Source: an optimization exercise on an open RTL-to-GDS flow (aim: small area, a short achievable clock period and few clock cycles per item). Production flows keep margins and buffers that such runs may drop.
No run shown here included a check of the RTL's function; only the layout flow was run.

File: constraint.sdc
create_clock -name core_clock -period 11.0 [get_ports {CLK}]
set_input_delay 2.2000 -clock core_clock [delete_from_list [all_inputs] [get_ports {CLK}]]
set_output_delay 2.2000 -clock core_clock [all_outputs]
set_load 0.01 [all_outputs]
File: design.v
module add32 (input [31:0] a, input [31:0] b, input ci, output [31:0] s, output co);
	wire [31:0] bx = b;
	wire [31:0] p0 = a ^ bx;
	wire [31:0] g0 = a & bx;
	wire g_0_1 = g0[0] | (p0[0] & ci);
	wire g_0_3 = g0[2] | (p0[2] & g0[1]);
	wire p_0_3 = p0[2] & p0[1];
	wire g_0_5 = g0[4] | (p0[4] & g0[3]);
	wire p_0_5 = p0[4] & p0[3];
	wire g_0_7 = g0[6] | (p0[6] & g0[5]);
	wire p_0_7 = p0[6] & p0[5];
	wire g_0_9 = g0[8] | (p0[8] & g0[7]);
	wire p_0_9 = p0[8] & p0[7];
	wire g_0_11 = g0[10] | (p0[10] & g0[9]);
	wire p_0_11 = p0[10] & p0[9];
	wire g_0_13 = g0[12] | (p0[12] & g0[11]);
	wire p_0_13 = p0[12] & p0[11];
	wire g_0_15 = g0[14] | (p0[14] & g0[13]);
	wire p_0_15 = p0[14] & p0[13];
	wire g_0_17 = g0[16] | (p0[16] & g0[15]);
	wire p_0_17 = p0[16] & p0[15];
	wire g_0_19 = g0[18] | (p0[18] & g0[17]);
	wire p_0_19 = p0[18] & p0[17];
	wire g_0_21 = g0[20] | (p0[20] & g0[19]);
	wire p_0_21 = p0[20] & p0[19];
	wire g_0_23 = g0[22] | (p0[22] & g0[21]);
	wire p_0_23 = p0[22] & p0[21];
	wire g_0_25 = g0[24] | (p0[24] & g0[23]);
	wire p_0_25 = p0[24] & p0[23];
	wire g_0_27 = g0[26] | (p0[26] & g0[25]);
	wire p_0_27 = p0[26] & p0[25];
	wire g_0_29 = g0[28] | (p0[28] & g0[27]);
	wire p_0_29 = p0[28] & p0[27];
	wire g_0_31 = g0[30] | (p0[30] & g0[29]);
	wire p_0_31 = p0[30] & p0[29];
	wire g_1_3 = g_0_3 | (p_0_3 & g_0_1);
	wire g_1_7 = g_0_7 | (p_0_7 & g_0_5);
	wire p_1_7 = p_0_7 & p_0_5;
	wire g_1_11 = g_0_11 | (p_0_11 & g_0_9);
	wire p_1_11 = p_0_11 & p_0_9;
	wire g_1_15 = g_0_15 | (p_0_15 & g_0_13);
	wire p_1_15 = p_0_15 & p_0_13;
	wire g_1_19 = g_0_19 | (p_0_19 & g_0_17);
	wire p_1_19 = p_0_19 & p_0_17;
	wire g_1_23 = g_0_23 | (p_0_23 & g_0_21);
	wire p_1_23 = p_0_23 & p_0_21;
	wire g_1_27 = g_0_27 | (p_0_27 & g_0_25);
	wire p_1_27 = p_0_27 & p_0_25;
	wire g_1_31 = g_0_31 | (p_0_31 & g_0_29);
	wire p_1_31 = p_0_31 & p_0_29;
	wire g_2_7 = g_1_7 | (p_1_7 & g_1_3);
	wire g_2_15 = g_1_15 | (p_1_15 & g_1_11);
	wire p_2_15 = p_1_15 & p_1_11;
	wire g_2_23 = g_1_23 | (p_1_23 & g_1_19);
	wire p_2_23 = p_1_23 & p_1_19;
	wire g_2_31 = g_1_31 | (p_1_31 & g_1_27);
	wire p_2_31 = p_1_31 & p_1_27;
	wire g_3_15 = g_2_15 | (p_2_15 & g_2_7);
	wire g_3_31 = g_2_31 | (p_2_31 & g_2_23);
	wire p_3_31 = p_2_31 & p_2_23;
	wire g_4_31 = g_3_31 | (p_3_31 & g_3_15);
	wire g_5_23 = g_2_23 | (p_2_23 & g_3_15);
	wire g_6_11 = g_1_11 | (p_1_11 & g_2_7);
	wire g_6_19 = g_1_19 | (p_1_19 & g_3_15);
	wire g_6_27 = g_1_27 | (p_1_27 & g_5_23);
	wire g_7_5 = g_0_5 | (p_0_5 & g_1_3);
	wire g_7_9 = g_0_9 | (p_0_9 & g_2_7);
	wire g_7_13 = g_0_13 | (p_0_13 & g_6_11);
	wire g_7_17 = g_0_17 | (p_0_17 & g_3_15);
	wire g_7_21 = g_0_21 | (p_0_21 & g_6_19);
	wire g_7_25 = g_0_25 | (p_0_25 & g_5_23);
	wire g_7_29 = g_0_29 | (p_0_29 & g_6_27);
	wire g_8_2 = g0[1] | (p0[1] & g_0_1);
	wire g_8_4 = g0[3] | (p0[3] & g_1_3);
	wire g_8_6 = g0[5] | (p0[5] & g_7_5);
	wire g_8_8 = g0[7] | (p0[7] & g_2_7);
	wire g_8_10 = g0[9] | (p0[9] & g_7_9);
	wire g_8_12 = g0[11] | (p0[11] & g_6_11);
	wire g_8_14 = g0[13] | (p0[13] & g_7_13);
	wire g_8_16 = g0[15] | (p0[15] & g_3_15);
	wire g_8_18 = g0[17] | (p0[17] & g_7_17);
	wire g_8_20 = g0[19] | (p0[19] & g_6_19);
	wire g_8_22 = g0[21] | (p0[21] & g_7_21);
	wire g_8_24 = g0[23] | (p0[23] & g_5_23);
	wire g_8_26 = g0[25] | (p0[25] & g_7_25);
	wire g_8_28 = g0[27] | (p0[27] & g_6_27);
	wire g_8_30 = g0[29] | (p0[29] & g_7_29);
	wire g_8_32 = g0[31] | (p0[31] & g_4_31);
	assign s[0] = p0[0] ^ ci;
	assign s[1] = p0[1] ^ g_0_1;
	assign s[2] = p0[2] ^ g_8_2;
	assign s[3] = p0[3] ^ g_1_3;
	assign s[4] = p0[4] ^ g_8_4;
	assign s[5] = p0[5] ^ g_7_5;
	assign s[6] = p0[6] ^ g_8_6;
	assign s[7] = p0[7] ^ g_2_7;
	assign s[8] = p0[8] ^ g_8_8;
	assign s[9] = p0[9] ^ g_7_9;
	assign s[10] = p0[10] ^ g_8_10;
	assign s[11] = p0[11] ^ g_6_11;
	assign s[12] = p0[12] ^ g_8_12;
	assign s[13] = p0[13] ^ g_7_13;
	assign s[14] = p0[14] ^ g_8_14;
	assign s[15] = p0[15] ^ g_3_15;
	assign s[16] = p0[16] ^ g_8_16;
	assign s[17] = p0[17] ^ g_7_17;
	assign s[18] = p0[18] ^ g_8_18;
	assign s[19] = p0[19] ^ g_6_19;
	assign s[20] = p0[20] ^ g_8_20;
	assign s[21] = p0[21] ^ g_7_21;
	assign s[22] = p0[22] ^ g_8_22;
	assign s[23] = p0[23] ^ g_5_23;
	assign s[24] = p0[24] ^ g_8_24;
	assign s[25] = p0[25] ^ g_7_25;
	assign s[26] = p0[26] ^ g_8_26;
	assign s[27] = p0[27] ^ g_6_27;
	assign s[28] = p0[28] ^ g_8_28;
	assign s[29] = p0[29] ^ g_7_29;
	assign s[30] = p0[30] ^ g_8_30;
	assign s[31] = p0[31] ^ g_4_31;
	assign co = g_8_32;
endmodule
module sub32 (input [31:0] a, input [31:0] b, input ci, output [31:0] s, output co);
	wire [31:0] bx = ~b;
	wire [31:0] p0 = a ^ bx;
	wire [31:0] g0 = a & bx;
	wire g_0_1 = g0[0] | (p0[0] & ci);
	wire g_0_3 = g0[2] | (p0[2] & g0[1]);
	wire p_0_3 = p0[2] & p0[1];
	wire g_0_5 = g0[4] | (p0[4] & g0[3]);
	wire p_0_5 = p0[4] & p0[3];
	wire g_0_7 = g0[6] | (p0[6] & g0[5]);
	wire p_0_7 = p0[6] & p0[5];
	wire g_0_9 = g0[8] | (p0[8] & g0[7]);
	wire p_0_9 = p0[8] & p0[7];
	wire g_0_11 = g0[10] | (p0[10] & g0[9]);
	wire p_0_11 = p0[10] & p0[9];
	wire g_0_13 = g0[12] | (p0[12] & g0[11]);
	wire p_0_13 = p0[12] & p0[11];
	wire g_0_15 = g0[14] | (p0[14] & g0[13]);
	wire p_0_15 = p0[14] & p0[13];
	wire g_0_17 = g0[16] | (p0[16] & g0[15]);
	wire p_0_17 = p0[16] & p0[15];
	wire g_0_19 = g0[18] | (p0[18] & g0[17]);
	wire p_0_19 = p0[18] & p0[17];
	wire g_0_21 = g0[20] | (p0[20] & g0[19]);
	wire p_0_21 = p0[20] & p0[19];
	wire g_0_23 = g0[22] | (p0[22] & g0[21]);
	wire p_0_23 = p0[22] & p0[21];
	wire g_0_25 = g0[24] | (p0[24] & g0[23]);
	wire p_0_25 = p0[24] & p0[23];
	wire g_0_27 = g0[26] | (p0[26] & g0[25]);
	wire p_0_27 = p0[26] & p0[25];
	wire g_0_29 = g0[28] | (p0[28] & g0[27]);
	wire p_0_29 = p0[28] & p0[27];
	wire g_0_31 = g0[30] | (p0[30] & g0[29]);
	wire p_0_31 = p0[30] & p0[29];
	wire g_1_3 = g_0_3 | (p_0_3 & g_0_1);
	wire g_1_7 = g_0_7 | (p_0_7 & g_0_5);
	wire p_1_7 = p_0_7 & p_0_5;
	wire g_1_11 = g_0_11 | (p_0_11 & g_0_9);
	wire p_1_11 = p_0_11 & p_0_9;
	wire g_1_15 = g_0_15 | (p_0_15 & g_0_13);
	wire p_1_15 = p_0_15 & p_0_13;
	wire g_1_19 = g_0_19 | (p_0_19 & g_0_17);
	wire p_1_19 = p_0_19 & p_0_17;
	wire g_1_23 = g_0_23 | (p_0_23 & g_0_21);
	wire p_1_23 = p_0_23 & p_0_21;
	wire g_1_27 = g_0_27 | (p_0_27 & g_0_25);
	wire p_1_27 = p_0_27 & p_0_25;
	wire g_1_31 = g_0_31 | (p_0_31 & g_0_29);
	wire p_1_31 = p_0_31 & p_0_29;
	wire g_2_7 = g_1_7 | (p_1_7 & g_1_3);
	wire g_2_15 = g_1_15 | (p_1_15 & g_1_11);
	wire p_2_15 = p_1_15 & p_1_11;
	wire g_2_23 = g_1_23 | (p_1_23 & g_1_19);
	wire p_2_23 = p_1_23 & p_1_19;
	wire g_2_31 = g_1_31 | (p_1_31 & g_1_27);
	wire p_2_31 = p_1_31 & p_1_27;
	wire g_3_15 = g_2_15 | (p_2_15 & g_2_7);
	wire g_3_31 = g_2_31 | (p_2_31 & g_2_23);
	wire p_3_31 = p_2_31 & p_2_23;
	wire g_4_31 = g_3_31 | (p_3_31 & g_3_15);
	wire g_5_23 = g_2_23 | (p_2_23 & g_3_15);
	wire g_6_11 = g_1_11 | (p_1_11 & g_2_7);
	wire g_6_19 = g_1_19 | (p_1_19 & g_3_15);
	wire g_6_27 = g_1_27 | (p_1_27 & g_5_23);
	wire g_7_5 = g_0_5 | (p_0_5 & g_1_3);
	wire g_7_9 = g_0_9 | (p_0_9 & g_2_7);
	wire g_7_13 = g_0_13 | (p_0_13 & g_6_11);
	wire g_7_17 = g_0_17 | (p_0_17 & g_3_15);
	wire g_7_21 = g_0_21 | (p_0_21 & g_6_19);
	wire g_7_25 = g_0_25 | (p_0_25 & g_5_23);
	wire g_7_29 = g_0_29 | (p_0_29 & g_6_27);
	wire g_8_2 = g0[1] | (p0[1] & g_0_1);
	wire g_8_4 = g0[3] | (p0[3] & g_1_3);
	wire g_8_6 = g0[5] | (p0[5] & g_7_5);
	wire g_8_8 = g0[7] | (p0[7] & g_2_7);
	wire g_8_10 = g0[9] | (p0[9] & g_7_9);
	wire g_8_12 = g0[11] | (p0[11] & g_6_11);
	wire g_8_14 = g0[13] | (p0[13] & g_7_13);
	wire g_8_16 = g0[15] | (p0[15] & g_3_15);
	wire g_8_18 = g0[17] | (p0[17] & g_7_17);
	wire g_8_20 = g0[19] | (p0[19] & g_6_19);
	wire g_8_22 = g0[21] | (p0[21] & g_7_21);
	wire g_8_24 = g0[23] | (p0[23] & g_5_23);
	wire g_8_26 = g0[25] | (p0[25] & g_7_25);
	wire g_8_28 = g0[27] | (p0[27] & g_6_27);
	wire g_8_30 = g0[29] | (p0[29] & g_7_29);
	wire g_8_32 = g0[31] | (p0[31] & g_4_31);
	assign s[0] = p0[0] ^ ci;
	assign s[1] = p0[1] ^ g_0_1;
	assign s[2] = p0[2] ^ g_8_2;
	assign s[3] = p0[3] ^ g_1_3;
	assign s[4] = p0[4] ^ g_8_4;
	assign s[5] = p0[5] ^ g_7_5;
	assign s[6] = p0[6] ^ g_8_6;
	assign s[7] = p0[7] ^ g_2_7;
	assign s[8] = p0[8] ^ g_8_8;
	assign s[9] = p0[9] ^ g_7_9;
	assign s[10] = p0[10] ^ g_8_10;
	assign s[11] = p0[11] ^ g_6_11;
	assign s[12] = p0[12] ^ g_8_12;
	assign s[13] = p0[13] ^ g_7_13;
	assign s[14] = p0[14] ^ g_8_14;
	assign s[15] = p0[15] ^ g_3_15;
	assign s[16] = p0[16] ^ g_8_16;
	assign s[17] = p0[17] ^ g_7_17;
	assign s[18] = p0[18] ^ g_8_18;
	assign s[19] = p0[19] ^ g_6_19;
	assign s[20] = p0[20] ^ g_8_20;
	assign s[21] = p0[21] ^ g_7_21;
	assign s[22] = p0[22] ^ g_8_22;
	assign s[23] = p0[23] ^ g_5_23;
	assign s[24] = p0[24] ^ g_8_24;
	assign s[25] = p0[25] ^ g_7_25;
	assign s[26] = p0[26] ^ g_8_26;
	assign s[27] = p0[27] ^ g_6_27;
	assign s[28] = p0[28] ^ g_8_28;
	assign s[29] = p0[29] ^ g_7_29;
	assign s[30] = p0[30] ^ g_8_30;
	assign s[31] = p0[31] ^ g_4_31;
	assign co = g_8_32;
endmodule
module div_step (
	input [31:0] r,
	input x,
	input [31:0] b,
	output [31:0] ro
);
	wire [31:0] t = {r[30:0], x};
	wire [31:0] d;
	wire nb;
	stepsub32 sub (.a(t), .b(b), .ci(1'b1), .s(d), .co(nb));
	assign ro = (r[31] | nb) ? d : t;
endmodule
module stepsub32 (input [31:0] a, input [31:0] b, input ci, output [31:0] s, output co);
	wire [31:0] bx = ~b;
	wire [31:0] p0 = a ^ bx;
	wire [31:0] g0 = a & bx;
	wire g_0_1 = g0[0] | (p0[0] & ci);
	wire g_0_2 = g0[1] | (p0[1] & g0[0]);
	wire p_0_2 = p0[1] & p0[0];
	wire g_0_3 = g0[2] | (p0[2] & g0[1]);
	wire p_0_3 = p0[2] & p0[1];
	wire g_0_4 = g0[3] | (p0[3] & g0[2]);
	wire p_0_4 = p0[3] & p0[2];
	wire g_0_5 = g0[4] | (p0[4] & g0[3]);
	wire p_0_5 = p0[4] & p0[3];
	wire g_0_6 = g0[5] | (p0[5] & g0[4]);
	wire p_0_6 = p0[5] & p0[4];
	wire g_0_7 = g0[6] | (p0[6] & g0[5]);
	wire p_0_7 = p0[6] & p0[5];
	wire g_0_8 = g0[7] | (p0[7] & g0[6]);
	wire p_0_8 = p0[7] & p0[6];
	wire g_0_9 = g0[8] | (p0[8] & g0[7]);
	wire p_0_9 = p0[8] & p0[7];
	wire g_0_10 = g0[9] | (p0[9] & g0[8]);
	wire p_0_10 = p0[9] & p0[8];
	wire g_0_11 = g0[10] | (p0[10] & g0[9]);
	wire p_0_11 = p0[10] & p0[9];
	wire g_0_12 = g0[11] | (p0[11] & g0[10]);
	wire p_0_12 = p0[11] & p0[10];
	wire g_0_13 = g0[12] | (p0[12] & g0[11]);
	wire p_0_13 = p0[12] & p0[11];
	wire g_0_14 = g0[13] | (p0[13] & g0[12]);
	wire p_0_14 = p0[13] & p0[12];
	wire g_0_15 = g0[14] | (p0[14] & g0[13]);
	wire p_0_15 = p0[14] & p0[13];
	wire g_0_16 = g0[15] | (p0[15] & g0[14]);
	wire p_0_16 = p0[15] & p0[14];
	wire g_0_17 = g0[16] | (p0[16] & g0[15]);
	wire p_0_17 = p0[16] & p0[15];
	wire g_0_18 = g0[17] | (p0[17] & g0[16]);
	wire p_0_18 = p0[17] & p0[16];
	wire g_0_19 = g0[18] | (p0[18] & g0[17]);
	wire p_0_19 = p0[18] & p0[17];
	wire g_0_20 = g0[19] | (p0[19] & g0[18]);
	wire p_0_20 = p0[19] & p0[18];
	wire g_0_21 = g0[20] | (p0[20] & g0[19]);
	wire p_0_21 = p0[20] & p0[19];
	wire g_0_22 = g0[21] | (p0[21] & g0[20]);
	wire p_0_22 = p0[21] & p0[20];
	wire g_0_23 = g0[22] | (p0[22] & g0[21]);
	wire p_0_23 = p0[22] & p0[21];
	wire g_0_24 = g0[23] | (p0[23] & g0[22]);
	wire p_0_24 = p0[23] & p0[22];
	wire g_0_25 = g0[24] | (p0[24] & g0[23]);
	wire p_0_25 = p0[24] & p0[23];
	wire g_0_26 = g0[25] | (p0[25] & g0[24]);
	wire p_0_26 = p0[25] & p0[24];
	wire g_0_27 = g0[26] | (p0[26] & g0[25]);
	wire p_0_27 = p0[26] & p0[25];
	wire g_0_28 = g0[27] | (p0[27] & g0[26]);
	wire p_0_28 = p0[27] & p0[26];
	wire g_0_29 = g0[28] | (p0[28] & g0[27]);
	wire p_0_29 = p0[28] & p0[27];
	wire g_0_30 = g0[29] | (p0[29] & g0[28]);
	wire p_0_30 = p0[29] & p0[28];
	wire g_0_31 = g0[30] | (p0[30] & g0[29]);
	wire p_0_31 = p0[30] & p0[29];
	wire g_0_32 = g0[31] | (p0[31] & g0[30]);
	wire p_0_32 = p0[31] & p0[30];
	wire g_1_2 = g_0_2 | (p_0_2 & ci);
	wire g_1_3 = g_0_3 | (p_0_3 & g_0_1);
	wire g_1_4 = g_0_4 | (p_0_4 & g_0_2);
	wire p_1_4 = p_0_4 & p_0_2;
	wire g_1_5 = g_0_5 | (p_0_5 & g_0_3);
	wire p_1_5 = p_0_5 & p_0_3;
	wire g_1_6 = g_0_6 | (p_0_6 & g_0_4);
	wire p_1_6 = p_0_6 & p_0_4;
	wire g_1_7 = g_0_7 | (p_0_7 & g_0_5);
	wire p_1_7 = p_0_7 & p_0_5;
	wire g_1_8 = g_0_8 | (p_0_8 & g_0_6);
	wire p_1_8 = p_0_8 & p_0_6;
	wire g_1_9 = g_0_9 | (p_0_9 & g_0_7);
	wire p_1_9 = p_0_9 & p_0_7;
	wire g_1_10 = g_0_10 | (p_0_10 & g_0_8);
	wire p_1_10 = p_0_10 & p_0_8;
	wire g_1_11 = g_0_11 | (p_0_11 & g_0_9);
	wire p_1_11 = p_0_11 & p_0_9;
	wire g_1_12 = g_0_12 | (p_0_12 & g_0_10);
	wire p_1_12 = p_0_12 & p_0_10;
	wire g_1_13 = g_0_13 | (p_0_13 & g_0_11);
	wire p_1_13 = p_0_13 & p_0_11;
	wire g_1_14 = g_0_14 | (p_0_14 & g_0_12);
	wire p_1_14 = p_0_14 & p_0_12;
	wire g_1_15 = g_0_15 | (p_0_15 & g_0_13);
	wire p_1_15 = p_0_15 & p_0_13;
	wire g_1_16 = g_0_16 | (p_0_16 & g_0_14);
	wire p_1_16 = p_0_16 & p_0_14;
	wire g_1_17 = g_0_17 | (p_0_17 & g_0_15);
	wire p_1_17 = p_0_17 & p_0_15;
	wire g_1_18 = g_0_18 | (p_0_18 & g_0_16);
	wire p_1_18 = p_0_18 & p_0_16;
	wire g_1_19 = g_0_19 | (p_0_19 & g_0_17);
	wire p_1_19 = p_0_19 & p_0_17;
	wire g_1_20 = g_0_20 | (p_0_20 & g_0_18);
	wire p_1_20 = p_0_20 & p_0_18;
	wire g_1_21 = g_0_21 | (p_0_21 & g_0_19);
	wire p_1_21 = p_0_21 & p_0_19;
	wire g_1_22 = g_0_22 | (p_0_22 & g_0_20);
	wire p_1_22 = p_0_22 & p_0_20;
	wire g_1_23 = g_0_23 | (p_0_23 & g_0_21);
	wire p_1_23 = p_0_23 & p_0_21;
	wire g_1_24 = g_0_24 | (p_0_24 & g_0_22);
	wire p_1_24 = p_0_24 & p_0_22;
	wire g_1_25 = g_0_25 | (p_0_25 & g_0_23);
	wire p_1_25 = p_0_25 & p_0_23;
	wire g_1_26 = g_0_26 | (p_0_26 & g_0_24);
	wire p_1_26 = p_0_26 & p_0_24;
	wire g_1_27 = g_0_27 | (p_0_27 & g_0_25);
	wire p_1_27 = p_0_27 & p_0_25;
	wire g_1_28 = g_0_28 | (p_0_28 & g_0_26);
	wire p_1_28 = p_0_28 & p_0_26;
	wire g_1_29 = g_0_29 | (p_0_29 & g_0_27);
	wire p_1_29 = p_0_29 & p_0_27;
	wire g_1_30 = g_0_30 | (p_0_30 & g_0_28);
	wire p_1_30 = p_0_30 & p_0_28;
	wire g_1_31 = g_0_31 | (p_0_31 & g_0_29);
	wire p_1_31 = p_0_31 & p_0_29;
	wire g_1_32 = g_0_32 | (p_0_32 & g_0_30);
	wire p_1_32 = p_0_32 & p_0_30;
	wire g_2_4 = g_1_4 | (p_1_4 & ci);
	wire g_2_5 = g_1_5 | (p_1_5 & g_0_1);
	wire g_2_6 = g_1_6 | (p_1_6 & g_1_2);
	wire g_2_7 = g_1_7 | (p_1_7 & g_1_3);
	wire g_2_8 = g_1_8 | (p_1_8 & g_1_4);
	wire p_2_8 = p_1_8 & p_1_4;
	wire g_2_9 = g_1_9 | (p_1_9 & g_1_5);
	wire p_2_9 = p_1_9 & p_1_5;
	wire g_2_10 = g_1_10 | (p_1_10 & g_1_6);
	wire p_2_10 = p_1_10 & p_1_6;
	wire g_2_11 = g_1_11 | (p_1_11 & g_1_7);
	wire p_2_11 = p_1_11 & p_1_7;
	wire g_2_12 = g_1_12 | (p_1_12 & g_1_8);
	wire p_2_12 = p_1_12 & p_1_8;
	wire g_2_13 = g_1_13 | (p_1_13 & g_1_9);
	wire p_2_13 = p_1_13 & p_1_9;
	wire g_2_14 = g_1_14 | (p_1_14 & g_1_10);
	wire p_2_14 = p_1_14 & p_1_10;
	wire g_2_15 = g_1_15 | (p_1_15 & g_1_11);
	wire p_2_15 = p_1_15 & p_1_11;
	wire g_2_16 = g_1_16 | (p_1_16 & g_1_12);
	wire p_2_16 = p_1_16 & p_1_12;
	wire g_2_17 = g_1_17 | (p_1_17 & g_1_13);
	wire p_2_17 = p_1_17 & p_1_13;
	wire g_2_18 = g_1_18 | (p_1_18 & g_1_14);
	wire p_2_18 = p_1_18 & p_1_14;
	wire g_2_19 = g_1_19 | (p_1_19 & g_1_15);
	wire p_2_19 = p_1_19 & p_1_15;
	wire g_2_20 = g_1_20 | (p_1_20 & g_1_16);
	wire p_2_20 = p_1_20 & p_1_16;
	wire g_2_21 = g_1_21 | (p_1_21 & g_1_17);
	wire p_2_21 = p_1_21 & p_1_17;
	wire g_2_22 = g_1_22 | (p_1_22 & g_1_18);
	wire p_2_22 = p_1_22 & p_1_18;
	wire g_2_23 = g_1_23 | (p_1_23 & g_1_19);
	wire p_2_23 = p_1_23 & p_1_19;
	wire g_2_24 = g_1_24 | (p_1_24 & g_1_20);
	wire p_2_24 = p_1_24 & p_1_20;
	wire g_2_25 = g_1_25 | (p_1_25 & g_1_21);
	wire p_2_25 = p_1_25 & p_1_21;
	wire g_2_26 = g_1_26 | (p_1_26 & g_1_22);
	wire p_2_26 = p_1_26 & p_1_22;
	wire g_2_27 = g_1_27 | (p_1_27 & g_1_23);
	wire p_2_27 = p_1_27 & p_1_23;
	wire g_2_28 = g_1_28 | (p_1_28 & g_1_24);
	wire p_2_28 = p_1_28 & p_1_24;
	wire g_2_29 = g_1_29 | (p_1_29 & g_1_25);
	wire p_2_29 = p_1_29 & p_1_25;
	wire g_2_30 = g_1_30 | (p_1_30 & g_1_26);
	wire p_2_30 = p_1_30 & p_1_26;
	wire g_2_31 = g_1_31 | (p_1_31 & g_1_27);
	wire p_2_31 = p_1_31 & p_1_27;
	wire g_2_32 = g_1_32 | (p_1_32 & g_1_28);
	wire p_2_32 = p_1_32 & p_1_28;
	wire g_3_8 = g_2_8 | (p_2_8 & ci);
	wire g_3_9 = g_2_9 | (p_2_9 & g_0_1);
	wire g_3_10 = g_2_10 | (p_2_10 & g_1_2);
	wire g_3_11 = g_2_11 | (p_2_11 & g_1_3);
	wire g_3_12 = g_2_12 | (p_2_12 & g_2_4);
	wire g_3_13 = g_2_13 | (p_2_13 & g_2_5);
	wire g_3_14 = g_2_14 | (p_2_14 & g_2_6);
	wire g_3_15 = g_2_15 | (p_2_15 & g_2_7);
	wire g_3_16 = g_2_16 | (p_2_16 & g_2_8);
	wire p_3_16 = p_2_16 & p_2_8;
	wire g_3_17 = g_2_17 | (p_2_17 & g_2_9);
	wire p_3_17 = p_2_17 & p_2_9;
	wire g_3_18 = g_2_18 | (p_2_18 & g_2_10);
	wire p_3_18 = p_2_18 & p_2_10;
	wire g_3_19 = g_2_19 | (p_2_19 & g_2_11);
	wire p_3_19 = p_2_19 & p_2_11;
	wire g_3_20 = g_2_20 | (p_2_20 & g_2_12);
	wire p_3_20 = p_2_20 & p_2_12;
	wire g_3_21 = g_2_21 | (p_2_21 & g_2_13);
	wire p_3_21 = p_2_21 & p_2_13;
	wire g_3_22 = g_2_22 | (p_2_22 & g_2_14);
	wire p_3_22 = p_2_22 & p_2_14;
	wire g_3_23 = g_2_23 | (p_2_23 & g_2_15);
	wire p_3_23 = p_2_23 & p_2_15;
	wire g_3_24 = g_2_24 | (p_2_24 & g_2_16);
	wire p_3_24 = p_2_24 & p_2_16;
	wire g_3_25 = g_2_25 | (p_2_25 & g_2_17);
	wire p_3_25 = p_2_25 & p_2_17;
	wire g_3_26 = g_2_26 | (p_2_26 & g_2_18);
	wire p_3_26 = p_2_26 & p_2_18;
	wire g_3_27 = g_2_27 | (p_2_27 & g_2_19);
	wire p_3_27 = p_2_27 & p_2_19;
	wire g_3_28 = g_2_28 | (p_2_28 & g_2_20);
	wire p_3_28 = p_2_28 & p_2_20;
	wire g_3_29 = g_2_29 | (p_2_29 & g_2_21);
	wire p_3_29 = p_2_29 & p_2_21;
	wire g_3_30 = g_2_30 | (p_2_30 & g_2_22);
	wire p_3_30 = p_2_30 & p_2_22;
	wire g_3_31 = g_2_31 | (p_2_31 & g_2_23);
	wire p_3_31 = p_2_31 & p_2_23;
	wire g_3_32 = g_2_32 | (p_2_32 & g_2_24);
	wire p_3_32 = p_2_32 & p_2_24;
	wire g_4_16 = g_3_16 | (p_3_16 & ci);
	wire g_4_17 = g_3_17 | (p_3_17 & g_0_1);
	wire g_4_18 = g_3_18 | (p_3_18 & g_1_2);
	wire g_4_19 = g_3_19 | (p_3_19 & g_1_3);
	wire g_4_20 = g_3_20 | (p_3_20 & g_2_4);
	wire g_4_21 = g_3_21 | (p_3_21 & g_2_5);
	wire g_4_22 = g_3_22 | (p_3_22 & g_2_6);
	wire g_4_23 = g_3_23 | (p_3_23 & g_2_7);
	wire g_4_24 = g_3_24 | (p_3_24 & g_3_8);
	wire g_4_25 = g_3_25 | (p_3_25 & g_3_9);
	wire g_4_26 = g_3_26 | (p_3_26 & g_3_10);
	wire g_4_27 = g_3_27 | (p_3_27 & g_3_11);
	wire g_4_28 = g_3_28 | (p_3_28 & g_3_12);
	wire g_4_29 = g_3_29 | (p_3_29 & g_3_13);
	wire g_4_30 = g_3_30 | (p_3_30 & g_3_14);
	wire g_4_31 = g_3_31 | (p_3_31 & g_3_15);
	wire g_4_32 = g_3_32 | (p_3_32 & g_3_16);
	wire p_4_32 = p_3_32 & p_3_16;
	wire g_5_32 = g_4_32 | (p_4_32 & ci);
	assign s[0] = p0[0] ^ ci;
	assign s[1] = p0[1] ^ g_0_1;
	assign s[2] = p0[2] ^ g_1_2;
	assign s[3] = p0[3] ^ g_1_3;
	assign s[4] = p0[4] ^ g_2_4;
	assign s[5] = p0[5] ^ g_2_5;
	assign s[6] = p0[6] ^ g_2_6;
	assign s[7] = p0[7] ^ g_2_7;
	assign s[8] = p0[8] ^ g_3_8;
	assign s[9] = p0[9] ^ g_3_9;
	assign s[10] = p0[10] ^ g_3_10;
	assign s[11] = p0[11] ^ g_3_11;
	assign s[12] = p0[12] ^ g_3_12;
	assign s[13] = p0[13] ^ g_3_13;
	assign s[14] = p0[14] ^ g_3_14;
	assign s[15] = p0[15] ^ g_3_15;
	assign s[16] = p0[16] ^ g_4_16;
	assign s[17] = p0[17] ^ g_4_17;
	assign s[18] = p0[18] ^ g_4_18;
	assign s[19] = p0[19] ^ g_4_19;
	assign s[20] = p0[20] ^ g_4_20;
	assign s[21] = p0[21] ^ g_4_21;
	assign s[22] = p0[22] ^ g_4_22;
	assign s[23] = p0[23] ^ g_4_23;
	assign s[24] = p0[24] ^ g_4_24;
	assign s[25] = p0[25] ^ g_4_25;
	assign s[26] = p0[26] ^ g_4_26;
	assign s[27] = p0[27] ^ g_4_27;
	assign s[28] = p0[28] ^ g_4_28;
	assign s[29] = p0[29] ^ g_4_29;
	assign s[30] = p0[30] ^ g_4_30;
	assign s[31] = p0[31] ^ g_4_31;
	assign co = g_5_32;
endmodule
module mod #(parameter K = 3) (
	output [31:0] res,
	output reg done,
	input [31:0] ain,
	input [31:0] bin,
	input lt,
	input [31:0] diff,
	input start,
	input CLK,
	input reset
);
	localparam NG = (32 + K - 1) / K;	 
	localparam W  = NG * K;
	wire [W-1:0] a = {{(W-32){1'b0}}, ain};
	reg [31:0] p;		 
	reg [3:0] cnt;		 
	reg busy;
	reg [K-1:0] grp;	 
	reg [31:0] b_r;
	assign res = p;
	reg [4:0] ia, ib;
	integer i;
	always @(*) begin
		ia = 5'd0;
		ib = 5'd0;
		for (i = 0; i < 32; i = i + 1) begin
			if (ain[i]) ia = i;
			if (bin[i]) ib = i;
		end
	end
	wire bz = ~|bin;
	wire [4:0] s = ia - ib;
	wire [3:0] span = s / K;
	wire s0 = (s == 5'd0);
	wire fin = bz | lt | s0;
	reg [W-1:0] sh;
	always @(*) begin
		sh = a >> K;
		for (i = 0; i < 4; i = i + 1)
			if (span[i]) sh = sh >> (K << i);
	end
	wire [3:0] nidx = start ? span : cnt - 4'd1;
	reg [K-1:0] grp_n;
	always @(*) begin
		grp_n = {K{1'b0}};
		for (i = 0; i < NG; i = i + 1)
			if (nidx == i) grp_n = a[i*K +: K];
	end
	wire [32*K+31:0] q;
	assign q[31:0] = p;
	genvar j;
	generate
		for (j = 0; j < K; j = j + 1) begin : step
			div_step st (
				.r(q[32*j +: 32]),
				.x(grp[K-1-j]),
				.b(b_r),
				.ro(q[32*(j+1) +: 32])
			);
		end
	endgenerate
	always @(posedge CLK) begin
		if (reset) begin
			busy <= 1'b0;
			done <= 1'b0;
		end else if (start) begin
			busy <= ~fin;
			done <= fin;
		end else if (busy) begin
			busy <= |cnt;
			done <= ~|cnt;
		end
		b_r <= bin;
		grp <= grp_n;
		if (start) begin
			p <= (bz | lt) ? ain : s0 ? diff : sh[31:0];
			cnt <= span;
		end else if (busy) begin
			p <= q[32*K +: 32];
			cnt <= cnt - 4'd1;
		end
	end
endmodule
module alu (
	output reg [31:0] result,
	output cout,
	output done,
	input [31:0] ain,
	input [31:0] bin,
	input [2:0] alu_op,
	input
		cin,
		start,
		CLK,
		reset
);
	wire [31:0] sum, diff, rem;
	wire nb;
	wire lt = ~nb;
	add32 add1 (.a(ain), .b(bin), .ci(cin), .s(sum), .co(cout));
	sub32 sub1 (.a(ain), .b(bin), .ci(1'b1), .s(diff), .co(nb));
	mod mod1 (
		.res(rem),
		.done(done),
		.ain(ain),
		.bin(bin),
		.lt(lt),
		.diff(diff),
		.start(start),
		.CLK(CLK),
		.reset(reset)
	);
	always @(*)
		case (alu_op)
			3'd0: result = ain & bin;
			3'd1: result = ain | bin;
			3'd2: result = ain ^ bin;
			3'd3: result = ~(ain | bin);
			3'd4: result = {31'b0, lt};
			3'd5: result = sum;
			3'd6: result = diff;
			default: result = rem;
		endcase
endmodule
File: run.sh
#!/bin/bash
# synth_recipe.tcl (not shown) runs the flow's synth.tcl, then flattens the netlist and writes it again
# the make line also repeats each setting of config.mk as NAME=value (left out here)
make -C /OpenROAD-flow-scripts/flow DESIGN_CONFIG=/design/flow/config.mk WORK_HOME=/design/flow/orfs CLKGATE_MAP_FILE= SYNTH_SCRIPT=/design/flow/synth_recipe.tcl finish
File: config.mk
export PLATFORM = sky130hd
export DESIGN_NAME = alu
export DESIGN_NICKNAME = alu
export VERILOG_FILES = /design/flow/design.v
export SDC_FILE = /design/flow/constraint.sdc
export NUM_CORES = 4
export LEC_CHECK = 0
export ABC_CLOCK_PERIOD_IN_PS = 8000
export CAP_MARGIN = 20
export CORE_MARGIN = 2
export CORE_UTILIZATION = 40
export SETUP_SLACK_MARGIN = 2.5
export SLEW_MARGIN = 20
==> results of run 1 <==
## cells by family (layout without fill, tap and decap cells)
group | count (synthesis) | in the layout | synth area share
AOI/OAI and AO/OA | 808 | 809 | 0.3345
and+or+nand+nor | 503 | 503 | 0.1506
buffers and inverters | 262 | 466 | 0.06534
adders and majority gates | 235 | 235 | 0.2043
xor gates and xnor gates | 104 | 104 | 0.06070
muxes | 93 | 93 | 0.06822
DFF | 73 | 73 | 0.1164
## critical path: cells and delay by family (launching register included)
family,cells,cell delay (ps)
flops,1,550
buf+inv,6,860
mux,3,1010
fa+ha+maj,3,790
simple gates,7,1690
compound gates,16,3500
## through the flow
stage	hold slack [ps]	utilization	worst slack [ps]
finish	513.2	0.5296	2271
CTS	519.6	0.4936	2501
global placement	490.9	0.4467	712.6
global route	539.6	0.5296	2244
detailed placement	510.3	0.4467	674.9
floorplan	475.2	-	2528
## Yosys cell counts, drive strengths merged (25+ instances only)
master / number / area (um^2)
xnor2: 63 / 559.3
inv: 166 / 623.1
nand3: 35 / 175.2
o21bai: 26 / 195.2
o211ai: 35 / 262.8
a211oi: 27 / 207.7
o21ai: 187 / 935.9
nor3: 39 / 195.2
a21o: 46 / 345.3
o22ai: 30 / 187.7
mux2i: 47 / 470.5
dfxtp: 37 / 740.7
clkbuf: 72 / 270.3
xor2: 39 / 341.6
mux2: 39 / 439.2
a21oi: 229 / 1161
nand2b: 25 / 156.4
fa: 34 / 680.7
nand2: 141 / 529.3
edfxtp: 36 / 1081
ha: 201 / 2515
nor2: 162 / 608.1
## per-layer routing
| layer | track usage | vias to the layer above | routed length, um |
|---|---|---|---|
| met5 | 0 | - | 0 |
| met4 | 0.1683 | 0 | 3927 |
| met3 | 0.06740 | 252 | 7270 |
| met2 | 0.5243 | 1079 | 31510 |
| met1 | 0.4388 | 8658 | 28950 |
| li1 | - | 8119 | - |
## timing repair
item | in CTS | in global routing
resized for setup | 266 | 246
buffers inserted | 71 | 63
endpoints found under the setup margin | 59 | 49
pin swaps | 72 | 71
gates cloned | 5 | 2
endpoints found under the hold margin | 0 | 0
## registers in the layout, summed over array words and instances (netlist names)
name and cells:
mod1.b_r 32, mod1.p 32, mod1.cnt 4, mod1.grp 3
mod1.busy 1, mod1.done 1
## area by class of cell
class / count / area [um^2]
inverter: 166 / 646.9
multi-input combinational: 1744 / 14390
tap: 518 / 648.1
clock inverter: 6 / 90.09
sequential: 73 / 1823
timing repair buffer: 284 / 2638
clock buffer: 10 / 229.0
fill: 3629 / 18180
## worst paths after layout
path / cells past startpoint / from / slack, ps / end
max: 35 / mod1.p[6] / 2270 / mod1.p[6]
min: 2 / mod1.busy / 510 / mod1.busy
max reg2reg: 35 / mod1.p[6] / 2270 / mod1.p[6]
min reg2reg: 2 / mod1.busy / 510 / mod1.busy
==> impl_results.md, run 1 <==
- Fin crit period: 8729 ps
- DR vias/cell: around 6.5
- CTS tree: built
- Routed wire length: about 72000 um
- Num CTS Buffers: 9
- Synth Warn #: 2
- Worst hold-check path type: reg -> reg
- Worst setup EP type: register
- Wirelength per Cell: approximately 26 um
- #FFs+latches synth: between 70 and 80
- # setup viols final: 0
- Skew-Pair Late Insertion Delay: between 300 and 400 ps
- Syn_nets: around 2400
- Die Span X: around 200 um
- Die height: between 200 and 250 um
- DR pass1 iterations: 5
- GP Congestion: 1.021
- Top FF cell, synth: dfxtp_1
- Core area: ~0.039 mm^2
- Dpl hpwl: around 52000 um
- Syn Area/Cell: approximately 7.5 um^2
- Initial Utilization: 0.4048
- EDFF count, synth: 36
- Root Driver: clkbuf_16
- Via Count: 18110
- Overall routing resource usage: 0.3350
- Area grow syn2layout: 30.82%
- Fin crit share: 0.7935
- Max frequency: ~110 MHz
- Worst Skew: around 14 ps
- # Max-Cap Violations: 0
- Post-Layout Cell Count: around 2800
- Netlist cell types: 82
- Layout cells sized above 1: 0.2326
- Post-placement cell area: approximately 0.017 mm^2
- Clk buf depth: 2
- Fin. max-slew vios: 0
- Worst EP required: around 11000 ps
- Most frequent cells in the layout: a21oi_1 (201), nor2_1 (159), o21ai_0 (154)
- DRT iter0 DRCs: between 2000 and 2500
- DIE AREA: 0.04071 mm^2
- Hold Vio Cnt, Final: 0
- Startpoint Class: register
- Kind of critical path: reg -> reg
- Unrepaired setup endpoints after global routing: true
- Port Buf Inserts: about 100
- Setup TNS: 0 ps
- Row cnt: 72
- Worst slew pin tran: between 1000 and 1500 ps
- Async S/R FF share, synth: 0
- Initial antenna violation count: 1
- First-pass GRT wire length: between 100000 and 150000 um
- Mapped cell area: approximately 0.016 mm^2
- CP arrival: a little under 9000 ps
- CTS H-Tree Depth: 3
- # IOs: around 110
- Vias in the first global route: 17160
- Clock sink count: 73
- Largest net degree at the start of global routing: between 60 and 70
- Leading cell type in the layout, fill and taps excluded: a21oi_1
- Gr ovfl total: 0
- Diodes inserted: 0
- Remaining DRCs: 0
- Seq/Total Area, Yosys: 0.1164
- Placed cells: 2644
- CP max stage cell: edfxtp_1
- Synthesized instance count: a little over 2000
- Slowest stage delay, CP: 550 ps
- Crit-path max FO: 7
- CTS Hold Bufs: 0
- Headroom to the max-slew limit: 0.1976
- Status: no timing/DRC/antenna violations
- Reg clk slew, reported paths: about 70 ps
- Fin nets: approximately 2600
- DRT antenna net count: 0
- Final instance area: around 0.020 mm^2
==> run 2, diff against run 1 <==
--- a/config.mk
+++ b/config.mk
@@ -7,6 +7,6 @@
 export LEC_CHECK = 0
-export ABC_CLOCK_PERIOD_IN_PS = 8000
+export ABC_AREA = 1
 export CAP_MARGIN = 20
 export CORE_MARGIN = 2
-export CORE_UTILIZATION = 40
+export CORE_UTILIZATION = 60
 export SETUP_SLACK_MARGIN = 2.5
==> run 2 against run 1 <==
Effect of this change:
- still clean on timing, DRC and antenna
- clock skew increased by 6.3 ps
- setup slack improved by 360 ps
- sequential share of layout area rose by 1.6 points
- critical path depth down 11
- global-route usage grew 10 points
- critical path type is now in -> out
- critical endpoint is now result[31]
- largest cell class unchanged
==> impl_results.md, run 2 <==
- Status: no timing/DRC/antenna violations
- Critical R2R Capture: mod1.p[7]
- Worst EP required: between 8000 and 9000 ps
- DR pass1 iterations: 6
- Remaining DRCs: 0
- Clk buf depth: 2
- CP arrival: a little over 6000 ps
- Initial antenna violation count: 0
- Synth top area cells: ha_1 (16%), nand2_1 (13%), a21oi_1 (7.9%), inv_1 (7.3%), edfxtp_1 (7.1%)
- R2R cell count: 43
- First-pass GRT wire length: 90430 um
- DIE AREA: around 0.027 mm^2
- Syn Area/Cell: approximately 6.5 um^2
- Crit path to: result[31]
- Pre-CTS setup slack: 1460 ps
- Root Driver: clkbuf_16
- Kind of critical path: in -> out
- Via Count: between 15000 and 20000
- Die Span X: 163.4 um
- Top flop regs: mod1.b_r x32, mod1.p x32, mod1.cnt x4
- Core area: approximately 0.025 mm^2
- DR vias/cell: ~6.5
- Top FF cell, synth: dfxtp_1
- Most frequent cell after synthesis: nand2_1
- Row cnt: between 50 and 60
- EDFF count, synth: 36
- Netlist cell types: 65
- Final setup margin: around 2600 ps
- Routed wire length: between 60000 and 70000 um
- Crit Reg-Reg Startpoint: mod1.b_r[5]
- Gr ovfl total: 0
- Most frequent cells in the layout: nand2_1 (526), inv_1 (287), a21oi_1 (237)
- Fin crit period: 8373 ps
- # IOs: roughly 110
- DRT antenna net count: 0
- Synth Warn #: 2
- Most frequent CP cell: nand2_1
- # Max-Cap Violations: 0
- DRT iter0 DRCs: roughly 2300
- Area grow syn2layout: 13.63%
- Mapped cell area: ~0.015 mm^2
- Hold Vio Cnt, Final: 0
- GP Congestion: roughly 1.1
- Max frequency: ~120 MHz
- Post-synth top cells: nand2_1 (533), inv_1 (297), a21oi_1 (241)
- CTS tree: built
- #FFs+latches synth: 73
- Dpl hpwl: 47050 um
- Worst hold-check path type: reg -> reg
- Port Buf Inserts: around 100
- Overall routing resource usage: 0.4398
- Vias in the first global route: approximately 17000
- Reg clk slew, reported paths: about 80 ps
- Critical Path Start: cin
- Startpoint Class: input pin
- Synthesized instance count: 2363
- Layout cells sized above 1: 0.08998
- Die height: around 160 um
- CTS H-Tree Depth: 3
- Seq/Total Area, Yosys: 0.1194
- Syn_nets: 2669
- Fin nets: between 2000 and 3000
- Wirelength per Cell: 21.84 um
- Fin crit share: 0.7612
- Leading cell type in the layout, fill and taps excluded: nand2_1
- Headroom to the max-slew limit: 0.2286
- CP max stage cell: clkdlybuf4s50_1
- Clock sink count: 73
- CTS Hold Bufs: 0
- Crit-path max FO: 3
- Num CTS Buffers: 9
- Fin. max-slew vios: 0
- # setup viols final: 0
- Synth area leader: ha_1
- Skew-Pair Late Insertion Delay: approximately 370 ps
- Area share of the largest cell type after synthesis: 0.1649
- Setup TNS: 0 ps
- Worst setup EP type: output port
- Unrepaired setup endpoints after global routing: true
- Setup slack, reg-to-reg: between 3000 and 4000 ps
- Worst path cell trace: clkdlybuf4s50_1, fa_2, a21oi_1, o21bai_2, nand4_1, nand2_2, nand2_1, nand2_2, nand3_1, nand2_2, nand2_1, nand2_1, nand3_1, o21ai_2, nand3_2, o21ai_4, nand3_4, o21ai_4, nand2_1, nand2_1, fa_1, a221oi_1, o211ai_1, dlygate4sd2_1
- Slowest stage delay, CP: approximately 480 ps
- Worst slew pin tran: roughly 1200 ps
- Largest net degree at the start of global routing: just over 50
- Worst Skew: between 20 and 25 ps
- Initial Utilization: 0.6092
- Async S/R FF share, synth: 0
## run 2: cell count changes in the layout (fill, tap and decap cells not counted), moves of 18 or more
cell	previous run	this run
a21o_1	46	12
nand2_1	137	526
inv_1	136	287
nand2b_1	25	0
ha_4	35	6
xor2_1	39	63
o21ai_1	19	60
a21oi_1	201	237
buf_4	144	38
mux2_2	26	0
ha_1	151	194
nand4_1	10	28
mux2i_4	19	0
nand3_1	32	89
## run 2: repair_timing
| action | in CTS | in global routing |
|---|---|---|
| buffers inserted | 6 | 20 |
| cloned | 0 | 3 |
| pin swaps | 6 | 18 |
| setup endpoints to repair | 54 | 48 |
| gates resized for setup | 79 | 117 |
## run 2: routing by layer
| layer | up-vias | part of all wire | GRT usage |
|---|---|---|---|
| li1 | 8223 | - | - |
| met5 | - | 0 | 0 |
| met1 | 8333 | 0.39 | 0.5709 |
| met3 | 205 | 0.13 | 0.1112 |
| met4 | 0 | 0.050 | 0.1818 |
| met2 | 1272 | 0.43 | 0.6954 |
## run 2: area by class of cell
| type | instances | area, um^2 |
|---|---|---|
| Antenna cell | 1 | 2.502 |
| Clock buffer | 9 | 225.2 |
| Clock inverter | 7 | 77.57 |
| Fill cell | 2219 | 7705 |
| Inverter | 318 | 1227 |
| Multi-Input combinational cell | 1903 | 12240 |
| Sequential cell | 73 | 1822 |
| Tap cell | 330 | 412.9 |
| Timing Repair Buffer | 144 | 1305 |
| Timing Repair inverter | 2 | 16.27 |
## run 2: per-stage QoR
step	std cells	cell area, um^2	utilization	hold WS [ps]
2_1_floorplan	2363	15250	-	514.7
3_3_place_gp	2741	16490	0.6585	483.3
3_5_place_dp	2741	16490	0.6585	497.0
4_1_cts	2763	16930	0.6761	504.5
5_1_grt	2786	17330	0.6922	543.7
6_report	2787	17330	0.6923	501.3
## run 2: worst min-delay path by stage
stage	start	to	slack, ps	cells after the start
final	mod1.done	mod1.done	500	2
after global routing	mod1.done	mod1.done	540	2
after CTS	mod1.done	mod1.done	500	2
after detailed placement	mod1.done	mod1.done	500	2
after global placement	mod1.done	mod1.done	480	2
after floorplan	mod1.done	mod1.done	510	2
## run 2: worst max-delay path, delay by kind of cell
family,cells,cell delay (ps)
AOI/OAI and AO/OA,7,1250
and+or+nand+nor,13,1290
buffers and inverters,2,790
adders and majority gates,2,620
## run 2: logic make-up after synthesis
kind of cell | Yosys count | share of synthesized area
DFF | 73 | 0.1194
AOI/OAI and AO/OA | 639 | 0.2442
xor gates and xnor gates | 116 | 0.06661
adders and majority gates | 235 | 0.2095
buffers and inverters | 388 | 0.1005
muxes | 15 | 0.009844
and+or+nand+nor | 897 | 0.2499
==> run 3, diff against run 2 <==
==> flow/run.sh (new file) <==
#!/bin/bash
export BUFFER_PORTS_ARGS="-buffer_cell sky130_fd_sc_hd__buf_1"
bash standard.sh > standard.log 2>&1
==> standard.sh (new file) <==
#!/bin/bash
# synth_recipe.tcl (not shown) runs the flow's synth.tcl, then flattens the netlist and writes it again
# the make line also repeats each setting of config.mk as NAME=value (left out here)
make -C /OpenROAD-flow-scripts/flow DESIGN_CONFIG=/design/flow/config.mk WORK_HOME=/design/flow/orfs CLKGATE_MAP_FILE= SYNTH_SCRIPT=/design/flow/synth_recipe.tcl "${@:-finish}"
--- a/config.mk
+++ b/config.mk
@@ -11,3 +11,5 @@
 export CORE_UTILIZATION = 60
-export SETUP_SLACK_MARGIN = 2.5
+export CTS_BUF_LIST = sky130_fd_sc_hd__clkbuf_8
+export SETUP_SLACK_MARGIN = 3.3
 export SLEW_MARGIN = 20
+export TNS_END_PERCENT = 10
removed: run.sh
==> run 3 against run 2 <==
Effect of this change:
- utilization about the same
- die area unchanged
- critical path depth up 4
- still clean
- synthesized cell count unchanged
- critical endpoint is now result[24]
- setup slack better by 570 ps
==> impl_results.md, run 3 <==
- Vias in the first global route: 16870
- Worst slew pin tran: between 1000 and 1500 ps
- Most frequent CP cell: nand2_2
- Worst Skew: roughly 30 ps
- CTS H-Tree Depth: 3
- Netlist cell types: 65
- R2R cell count: 39
- Adder-Cell Fraction of Synth Area: 0.2095
- Port Buf Inserts: about 100
- Die Span X: 163.4 um
- Wirelength per Cell: between 20 and 25 um
- Layout cells sized above 1: 0.1299
- Clock sink count: 73
- #FFs+latches synth: 73
- DIE AREA: 0.02671 mm^2
- Fin crit period: approximately 7800 ps
- Syn_nets: 2669
- Startpoint Class: input pin
- Post-Synth XOR/XNOR Area: 0.06661
- # Max-Cap Violations: 0
- Register area: about 0.0018 mm^2
- Most frequent cells in the layout: nand2_1 (517), inv_1 (273), a21oi_1 (228)
- Skew-Pair Late Insertion Delay: about 400 ps
- Kind of critical path: in -> out
- Row cnt: 58
- Worst EP required: between 8000 and 9000 ps
- Worst setup EP type: output port
- Gr ovfl total: 0
- Headroom to the max-slew limit: 0.2042
- CP max stage cell: fa_1
- Area grow syn2layout: 13.70%
- Overall routing resource usage: 0.4419
- First-pass GRT wire length: 91460 um
- Synth Warn #: 2
- Via Count: roughly 18000
- Largest net degree at the start of global routing: between 50 and 60
- Leading cell type in the layout, fill and taps excluded: nand2_1
- Fin crit share: 0.7093
- Async S/R FF share, synth: 0
- GP Congestion: between 1 and 1.5
- Synth area leader: ha_1
- Remaining DRCs: 0
- Dpl hpwl: roughly 46000 um
- DRT antenna net count: 0
- Initial antenna violation count: 2
- Worst hold-check path type: reg -> reg
- Status: no timing/DRC/antenna violations
- Reg clk slew, reported paths: 110 ps
- Syn Area/Cell: about 6.5 um^2
- Pre-CTS setup slack: around 2100 ps
- Mux share of post-synthesis cell area: 0.009844
- CTS tree: built
- Core area: approximately 0.025 mm^2
- WHS Path Cells: 2
- # setup viols final: 0
- Die height: about 160 um
- Routed wire length: approximately 60000 um
- Largest family of logic cells by synthesized area: simple AND/OR/NAND/NOR gates
- Synthesized instance count: between 2000 and 2500
- Initial Utilization: 0.6092
- Clk buf depth: 2
- Setup TNS: 0 ps
- Unrepaired setup endpoints after global routing: true
- # fillers: between 2000 and 2500
- Crit-path max FO: 8
- DRT iter0 DRCs: 2013
- Synth Area in Compound Gates: 0.2442
- Fin. max-slew vios: 0
- Multi-input gate area: 0.01261 mm^2
- Max frequency: between 100 and 150 MHz
- Final setup margin: 3198 ps
- CP arrival: about 5600 ps
- Area share of the largest cell type after synthesis: 0.1649
- Mapped cell area: between 0.015 and 0.02 mm^2
- Top flop regs: mod1.b_r x32, mod1.p x32, mod1.cnt x4
- Synth top area cells: ha_1 (16%), nand2_1 (13%), a21oi_1 (7.9%), inv_1 (7.3%), edfxtp_1 (7.1%)
- Top FF cell, synth: dfxtp_1
- Slowest stage delay, CP: around 380 ps
- Seq/Total Area, Yosys: 0.1194
- Num CTS Buffers: 9
- DR pass1 iterations: 6
- # IOs: approximately 110
- Fin nets: ~2800
- EDFF count, synth: 36
- Hold Vio Cnt, Final: 0
- Simple-Gate Fraction of Synth Area: 0.2499
- DR vias/cell: about 6.4
- Root Driver: clkbuf_8
- Most frequent cell after synthesis: nand2_1
- Post-synth top cells: nand2_1 (533), inv_1 (297), a21oi_1 (241)
-- run 3: cell counts after synthesis --
No cell type changed its count.
-- run 3: cell families after synthesis --
group,count (synthesis)
xor gates and xnor gates,116
buffers and inverters,388
AOI/OAI and AO/OA,639
adders and majority gates,235
muxes,15
DFF,73
and+or+nand+nor,897
-- run 3: final cells by class --
class,count,share of cell area
sequential,73,0.1051
tap,330,0.02381
timing repair buffer,164,0.05938
clock inverter,7,0.004473
antenna,3,0.0004329
inverter,318,0.07237
timing repair inverter,1,0.0002886
multi-input combinational,1906,0.7271
clock buffer,9,0.007143
-- run 3: layer usage --
metal / part of all wire / vias up / track usage
li1: - / 8250 / -
met1: 0.39 / 8219 / 0.5871
met2: 0.43 / 1232 / 0.6803
met3: 0.13 / 244 / 0.1011
met4: 0.056 / 2 / 0.2039
met5: 0.00022 / - / 0
-- run 3: path summary, 6_finish.rpt --
check / start / to / slack (ps)
hold / removal: mod1.done / mod1.done / 500
setup reg to reg: mod1.p[0] / mod1.p[27] / 3580
setup / recovery: ain[4] / result[24] / 3200
hold reg to reg: mod1.done / mod1.done / 500
-- run 3: per-stage QoR --
stage | utilization | cells | instance area (um^2) | hold slack (ps)
2_1_floorplan | - | 2363 | 15250 | 514.7
3_3_place_gp | 0.6328 | 2741 | 15840 | 484.7
3_5_place_dp | 0.6328 | 2741 | 15840 | 487.3
4_1_cts | 0.6703 | 2785 | 16780 | 501.8
5_1_grt | 0.6925 | 2809 | 17340 | 544.0
6_report | 0.6927 | 2811 | 17340 | 500.7
-- run 3: what timing repair did --
| action | in CTS | in global routing |
|---|---|---|
| endpoints found under the hold margin | 0 | 0 |
| cloned | 2 | 3 |
| setup endpoints to repair | 56 | 47 |
| resized for setup | 164 | 95 |
| setup buffers | 26 | 20 |
| pin swaps | 33 | 23 |
| hold buffers | 0 | 0 |
-- run 3: worst max-delay path, delay by kind of cell --
family                     cells  cell delay, ps
adders and majority gates      2             680
and+or+nand+nor               15            1150
AOI/OAI and AO/OA              4             610
buffers and inverters          6             740
xor gates and xnor gates       1             200
==> run 4, diff against run 3 <==
--- a/config.mk
+++ b/config.mk
@@ -12,3 +12,3 @@
 export CTS_BUF_LIST = sky130_fd_sc_hd__clkbuf_8
-export SETUP_SLACK_MARGIN = 3.3
+export SETUP_SLACK_MARGIN = 2.6
 export SLEW_MARGIN = 20
==> run 4 against run 3 <==
Effect of this change:
- first-iteration DRC count down 2.6%
- clock-buffer cell count unchanged
- clock skew down 0.70 ps
- setup slack worse by 390 ps
- critical path type unchanged
- sequential cell count unchanged
- design area down 5.0%
- synthesized area unchanged
- maximum frequency down 4.8%
==> impl_results.md, run 4 <==
- Status: no timing/DRC/antenna violations
- DR vias/cell: approximately 6.3
- Synth Warn #: 2
- Crit-path max FO: 5
- Async S/R FF share, synth: 0
- Wirelength per Cell: approximately 21 um
- Area share of the largest cell type after synthesis: 0.1649
- Syn Area/Cell: approximately 6.5 um^2
- Layout cells sized above 1: 0.08023
- # Max-Cap Violations: 0
- Mapped cell area: approximately 0.015 mm^2
- Dpl hpwl: approximately 46000 um
- Startpoint Class: input pin
- Syn_nets: between 2000 and 3000
- CP arrival: approximately 6000 ps
- Kind of critical path: in -> out
- DRT antenna net count: 0
- Largest net degree at the start of global routing: 51
- Slowest stage delay, CP: between 300 and 400 ps
- Pre-CTS setup slack: ~2100 ps
- Fin. max-slew vios: 0
- DIE AREA: approximately 0.027 mm^2
- Most frequent cells in the layout: nand2_1 (529), inv_1 (293), a21oi_1 (240)
- Port Buf Inserts: between 100 and 150
- Core area: 0.02504 mm^2
- Netlist cell types: 65
- CTS tree: built
- Overall routing resource usage: 0.4306
- Synth top area cells: ha_1 (16%), nand2_1 (13%), a21oi_1 (7.9%), inv_1 (7.3%), edfxtp_1 (7.1%)
- Die Span X: around 160 um
- Seq/Total Area, Yosys: 0.1194
- Fin crit share: 0.7450
- Crit path buf inv count: 3
- Worst setup EP type: output port
- Vias in the first global route: about 16000
- Synthesized instance count: ~2400
- CTS H-Tree Depth: 3
- Clock sink count: 73
- Skew-Pair Late Insertion Delay: between 300 and 400 ps
- Headroom to the max-slew limit: 0.2621
- Row cnt: 58
- Post-synth top cells: nand2_1 (533), inv_1 (297), a21oi_1 (241)
- Delay-heaviest family, CP: simple AND/OR/NAND/NOR gates
- Max frequency: ~120 MHz
- Clk buf depth: 2
- GP Congestion: 1.034
- CP max stage cell: fa_1
- Leading cell type in the layout, fill and taps excluded: nand2_1
- Synth area leader: ha_1
- Final setup margin: 2805 ps
- EDFF count, synth: 36
- Num CTS Buffers: 9
- Worst Skew: ~30 ps
- Initial Utilization: 0.6092
- DR pass1 iterations: 6
- CTS Hold Bufs: 0
- Gr ovfl total: 0
- Initial antenna violation count: 1
- # IOs: 105
- Most frequent cell after synthesis: nand2_1
- # setup viols final: 0
- Hold Vio Cnt, Final: 0
- First-pass GRT wire length: just under 90000 um
- Routed wire length: a little under 60000 um
- Fin nets: 2744
- #FFs+latches synth: 73
- Root Driver: clkbuf_8
- Fin crit period: around 8000 ps
- Setup TNS: 0 ps
- Worst hold-check path type: reg -> reg
- Via Count: 17620
- Top flop regs: mod1.b_r x32, mod1.p x32, mod1.cnt x4
- Die height: roughly 160 um
- Reg clk slew, reported paths: roughly 110 ps
- DRT iter0 DRCs: between 1500 and 2000
- Top FF cell, synth: dfxtp_1
- Worst EP required: roughly 8800 ps
- Remaining DRCs: 0
- Worst slew pin tran: about 1100 ps
- Area grow syn2layout: 7.982%
- Most frequent CP cell: nand2_1
- Unrepaired setup endpoints after global routing: true
## run 4: cell counts after synthesis
Identical to the previous run, type by type.
## run 4: stage by stage
stage | hold WS (ps) | utilization | instances | cell area (um^2)
floorplan | 514.7 | - | 2363 | 15250
global placement | 484.7 | 0.6328 | 2741 | 15840
detailed placement | 487.3 | 0.6328 | 2741 | 15840
CTS | 501.8 | 0.6431 | 2757 | 16100
global route | 544.4 | 0.6577 | 2774 | 16470
finish | 501.3 | 0.6578 | 2775 | 16470
## run 4: layer usage
layer,vias to the layer above,track usage,wire length (um)
met5,-,0,0
met4,0,0.1895,2966
met3,212,0.09446,7432
met2,1163,0.6607,25140
met1,8067,0.5802,23310
li1,8176,-,-
## run 4: timing repair
item	CTS	global route
resized for setup	20	74
pin swaps	0	13
cloned	0	2
buffers inserted	0	14
setup endpoints to repair	40	44
## run 4: cells by family (layout without fill, tap and decap cells)
| family | Yosys count | after routing | share of synthesized area |
|---|---|---|---|
| AND/OR/NAND/NOR | 897 | 898 | 0.2499 |
| AO/OA/AOI/OAI | 639 | 639 | 0.2442 |
| buffers and inverters | 388 | 467 | 0.1005 |
| adder cells (fa/ha/maj) | 235 | 235 | 0.2095 |
| XOR/XNOR | 116 | 116 | 0.06661 |
| flip-flops | 73 | 73 | 0.1194 |
| multiplexers | 15 | 15 | 0.009844 |
| other | 0 | 2 | 0 |
## run 4: area by class of cell
class,count,area [um^2]
Clock buffer,9,123.9
Inverter,318,1215
Fill cell,2400,8567
Timing Repair inverter,1,5.005
Sequential cell,73,1822
Timing Repair Buffer,132,641.9
Multi-Input combinational cell,1903,12170
Clock inverter,7,77.57
Tap cell,330,412.9
Antenna cell,2,5.005
## run 4: tightest hold or removal path, delay by kind of cell, from the launching register on
kind / cells / cell delay [ps]
flip-flops: 1 / 330
AND/OR/NAND/NOR: 2 / 140
## run 4: path summary, 6_finish.rpt
| path | cells after the start | slack (ps) | end | from |
|---|---|---|---|---|
| worst max-delay path | 27 | 2800 | result[30] | ain[0] |
| worst min-delay path | 2 | 500 | mod1.done | mod1.done |
| worst max register to register | 40 | 3060 | mod1.p[8] | mod1.p[0] |
| worst min register to register | 2 | 500 | mod1.done | mod1.done |

afterwards: timing with drivers on the ports:
Ports are ideal in the flow. The routed layouts listed here were re-timed in OpenROAD.
Step 1 assumes that a clkbuf_16 drives the clock port and a buf_2 every other input.
Step 2 also shifts input and output timing later by t, the mid clock arrival at the registers, as if the neighbouring blocks saw the same clock.
Slacks: no drivers / after step 1 / after step 2; pairs: no drivers / after step 1.
run	shift t [ns]	setup slack, ns	worst setup path after step 2	worst data-port slew with drivers (ns)	cell pins on the clock port's net
run 1	0.405	2.271 / 2.271 / 2.242	input to register	0.06	1
run 2	0.404	2.627 / 2.602 / 2.602	input to output	0.05	1
run 3	0.423	3.198 / 3.137 / 3.137	input to output	0.08	1
run 4	0.417	2.805 / 2.782 / 2.686	input to register	0.08	1
After both steps every run listed still meets setup and hold. For run 4, which loses most, drivers alone change the setup slack by -0.023 ns; drivers and shift together by -0.119 ns.
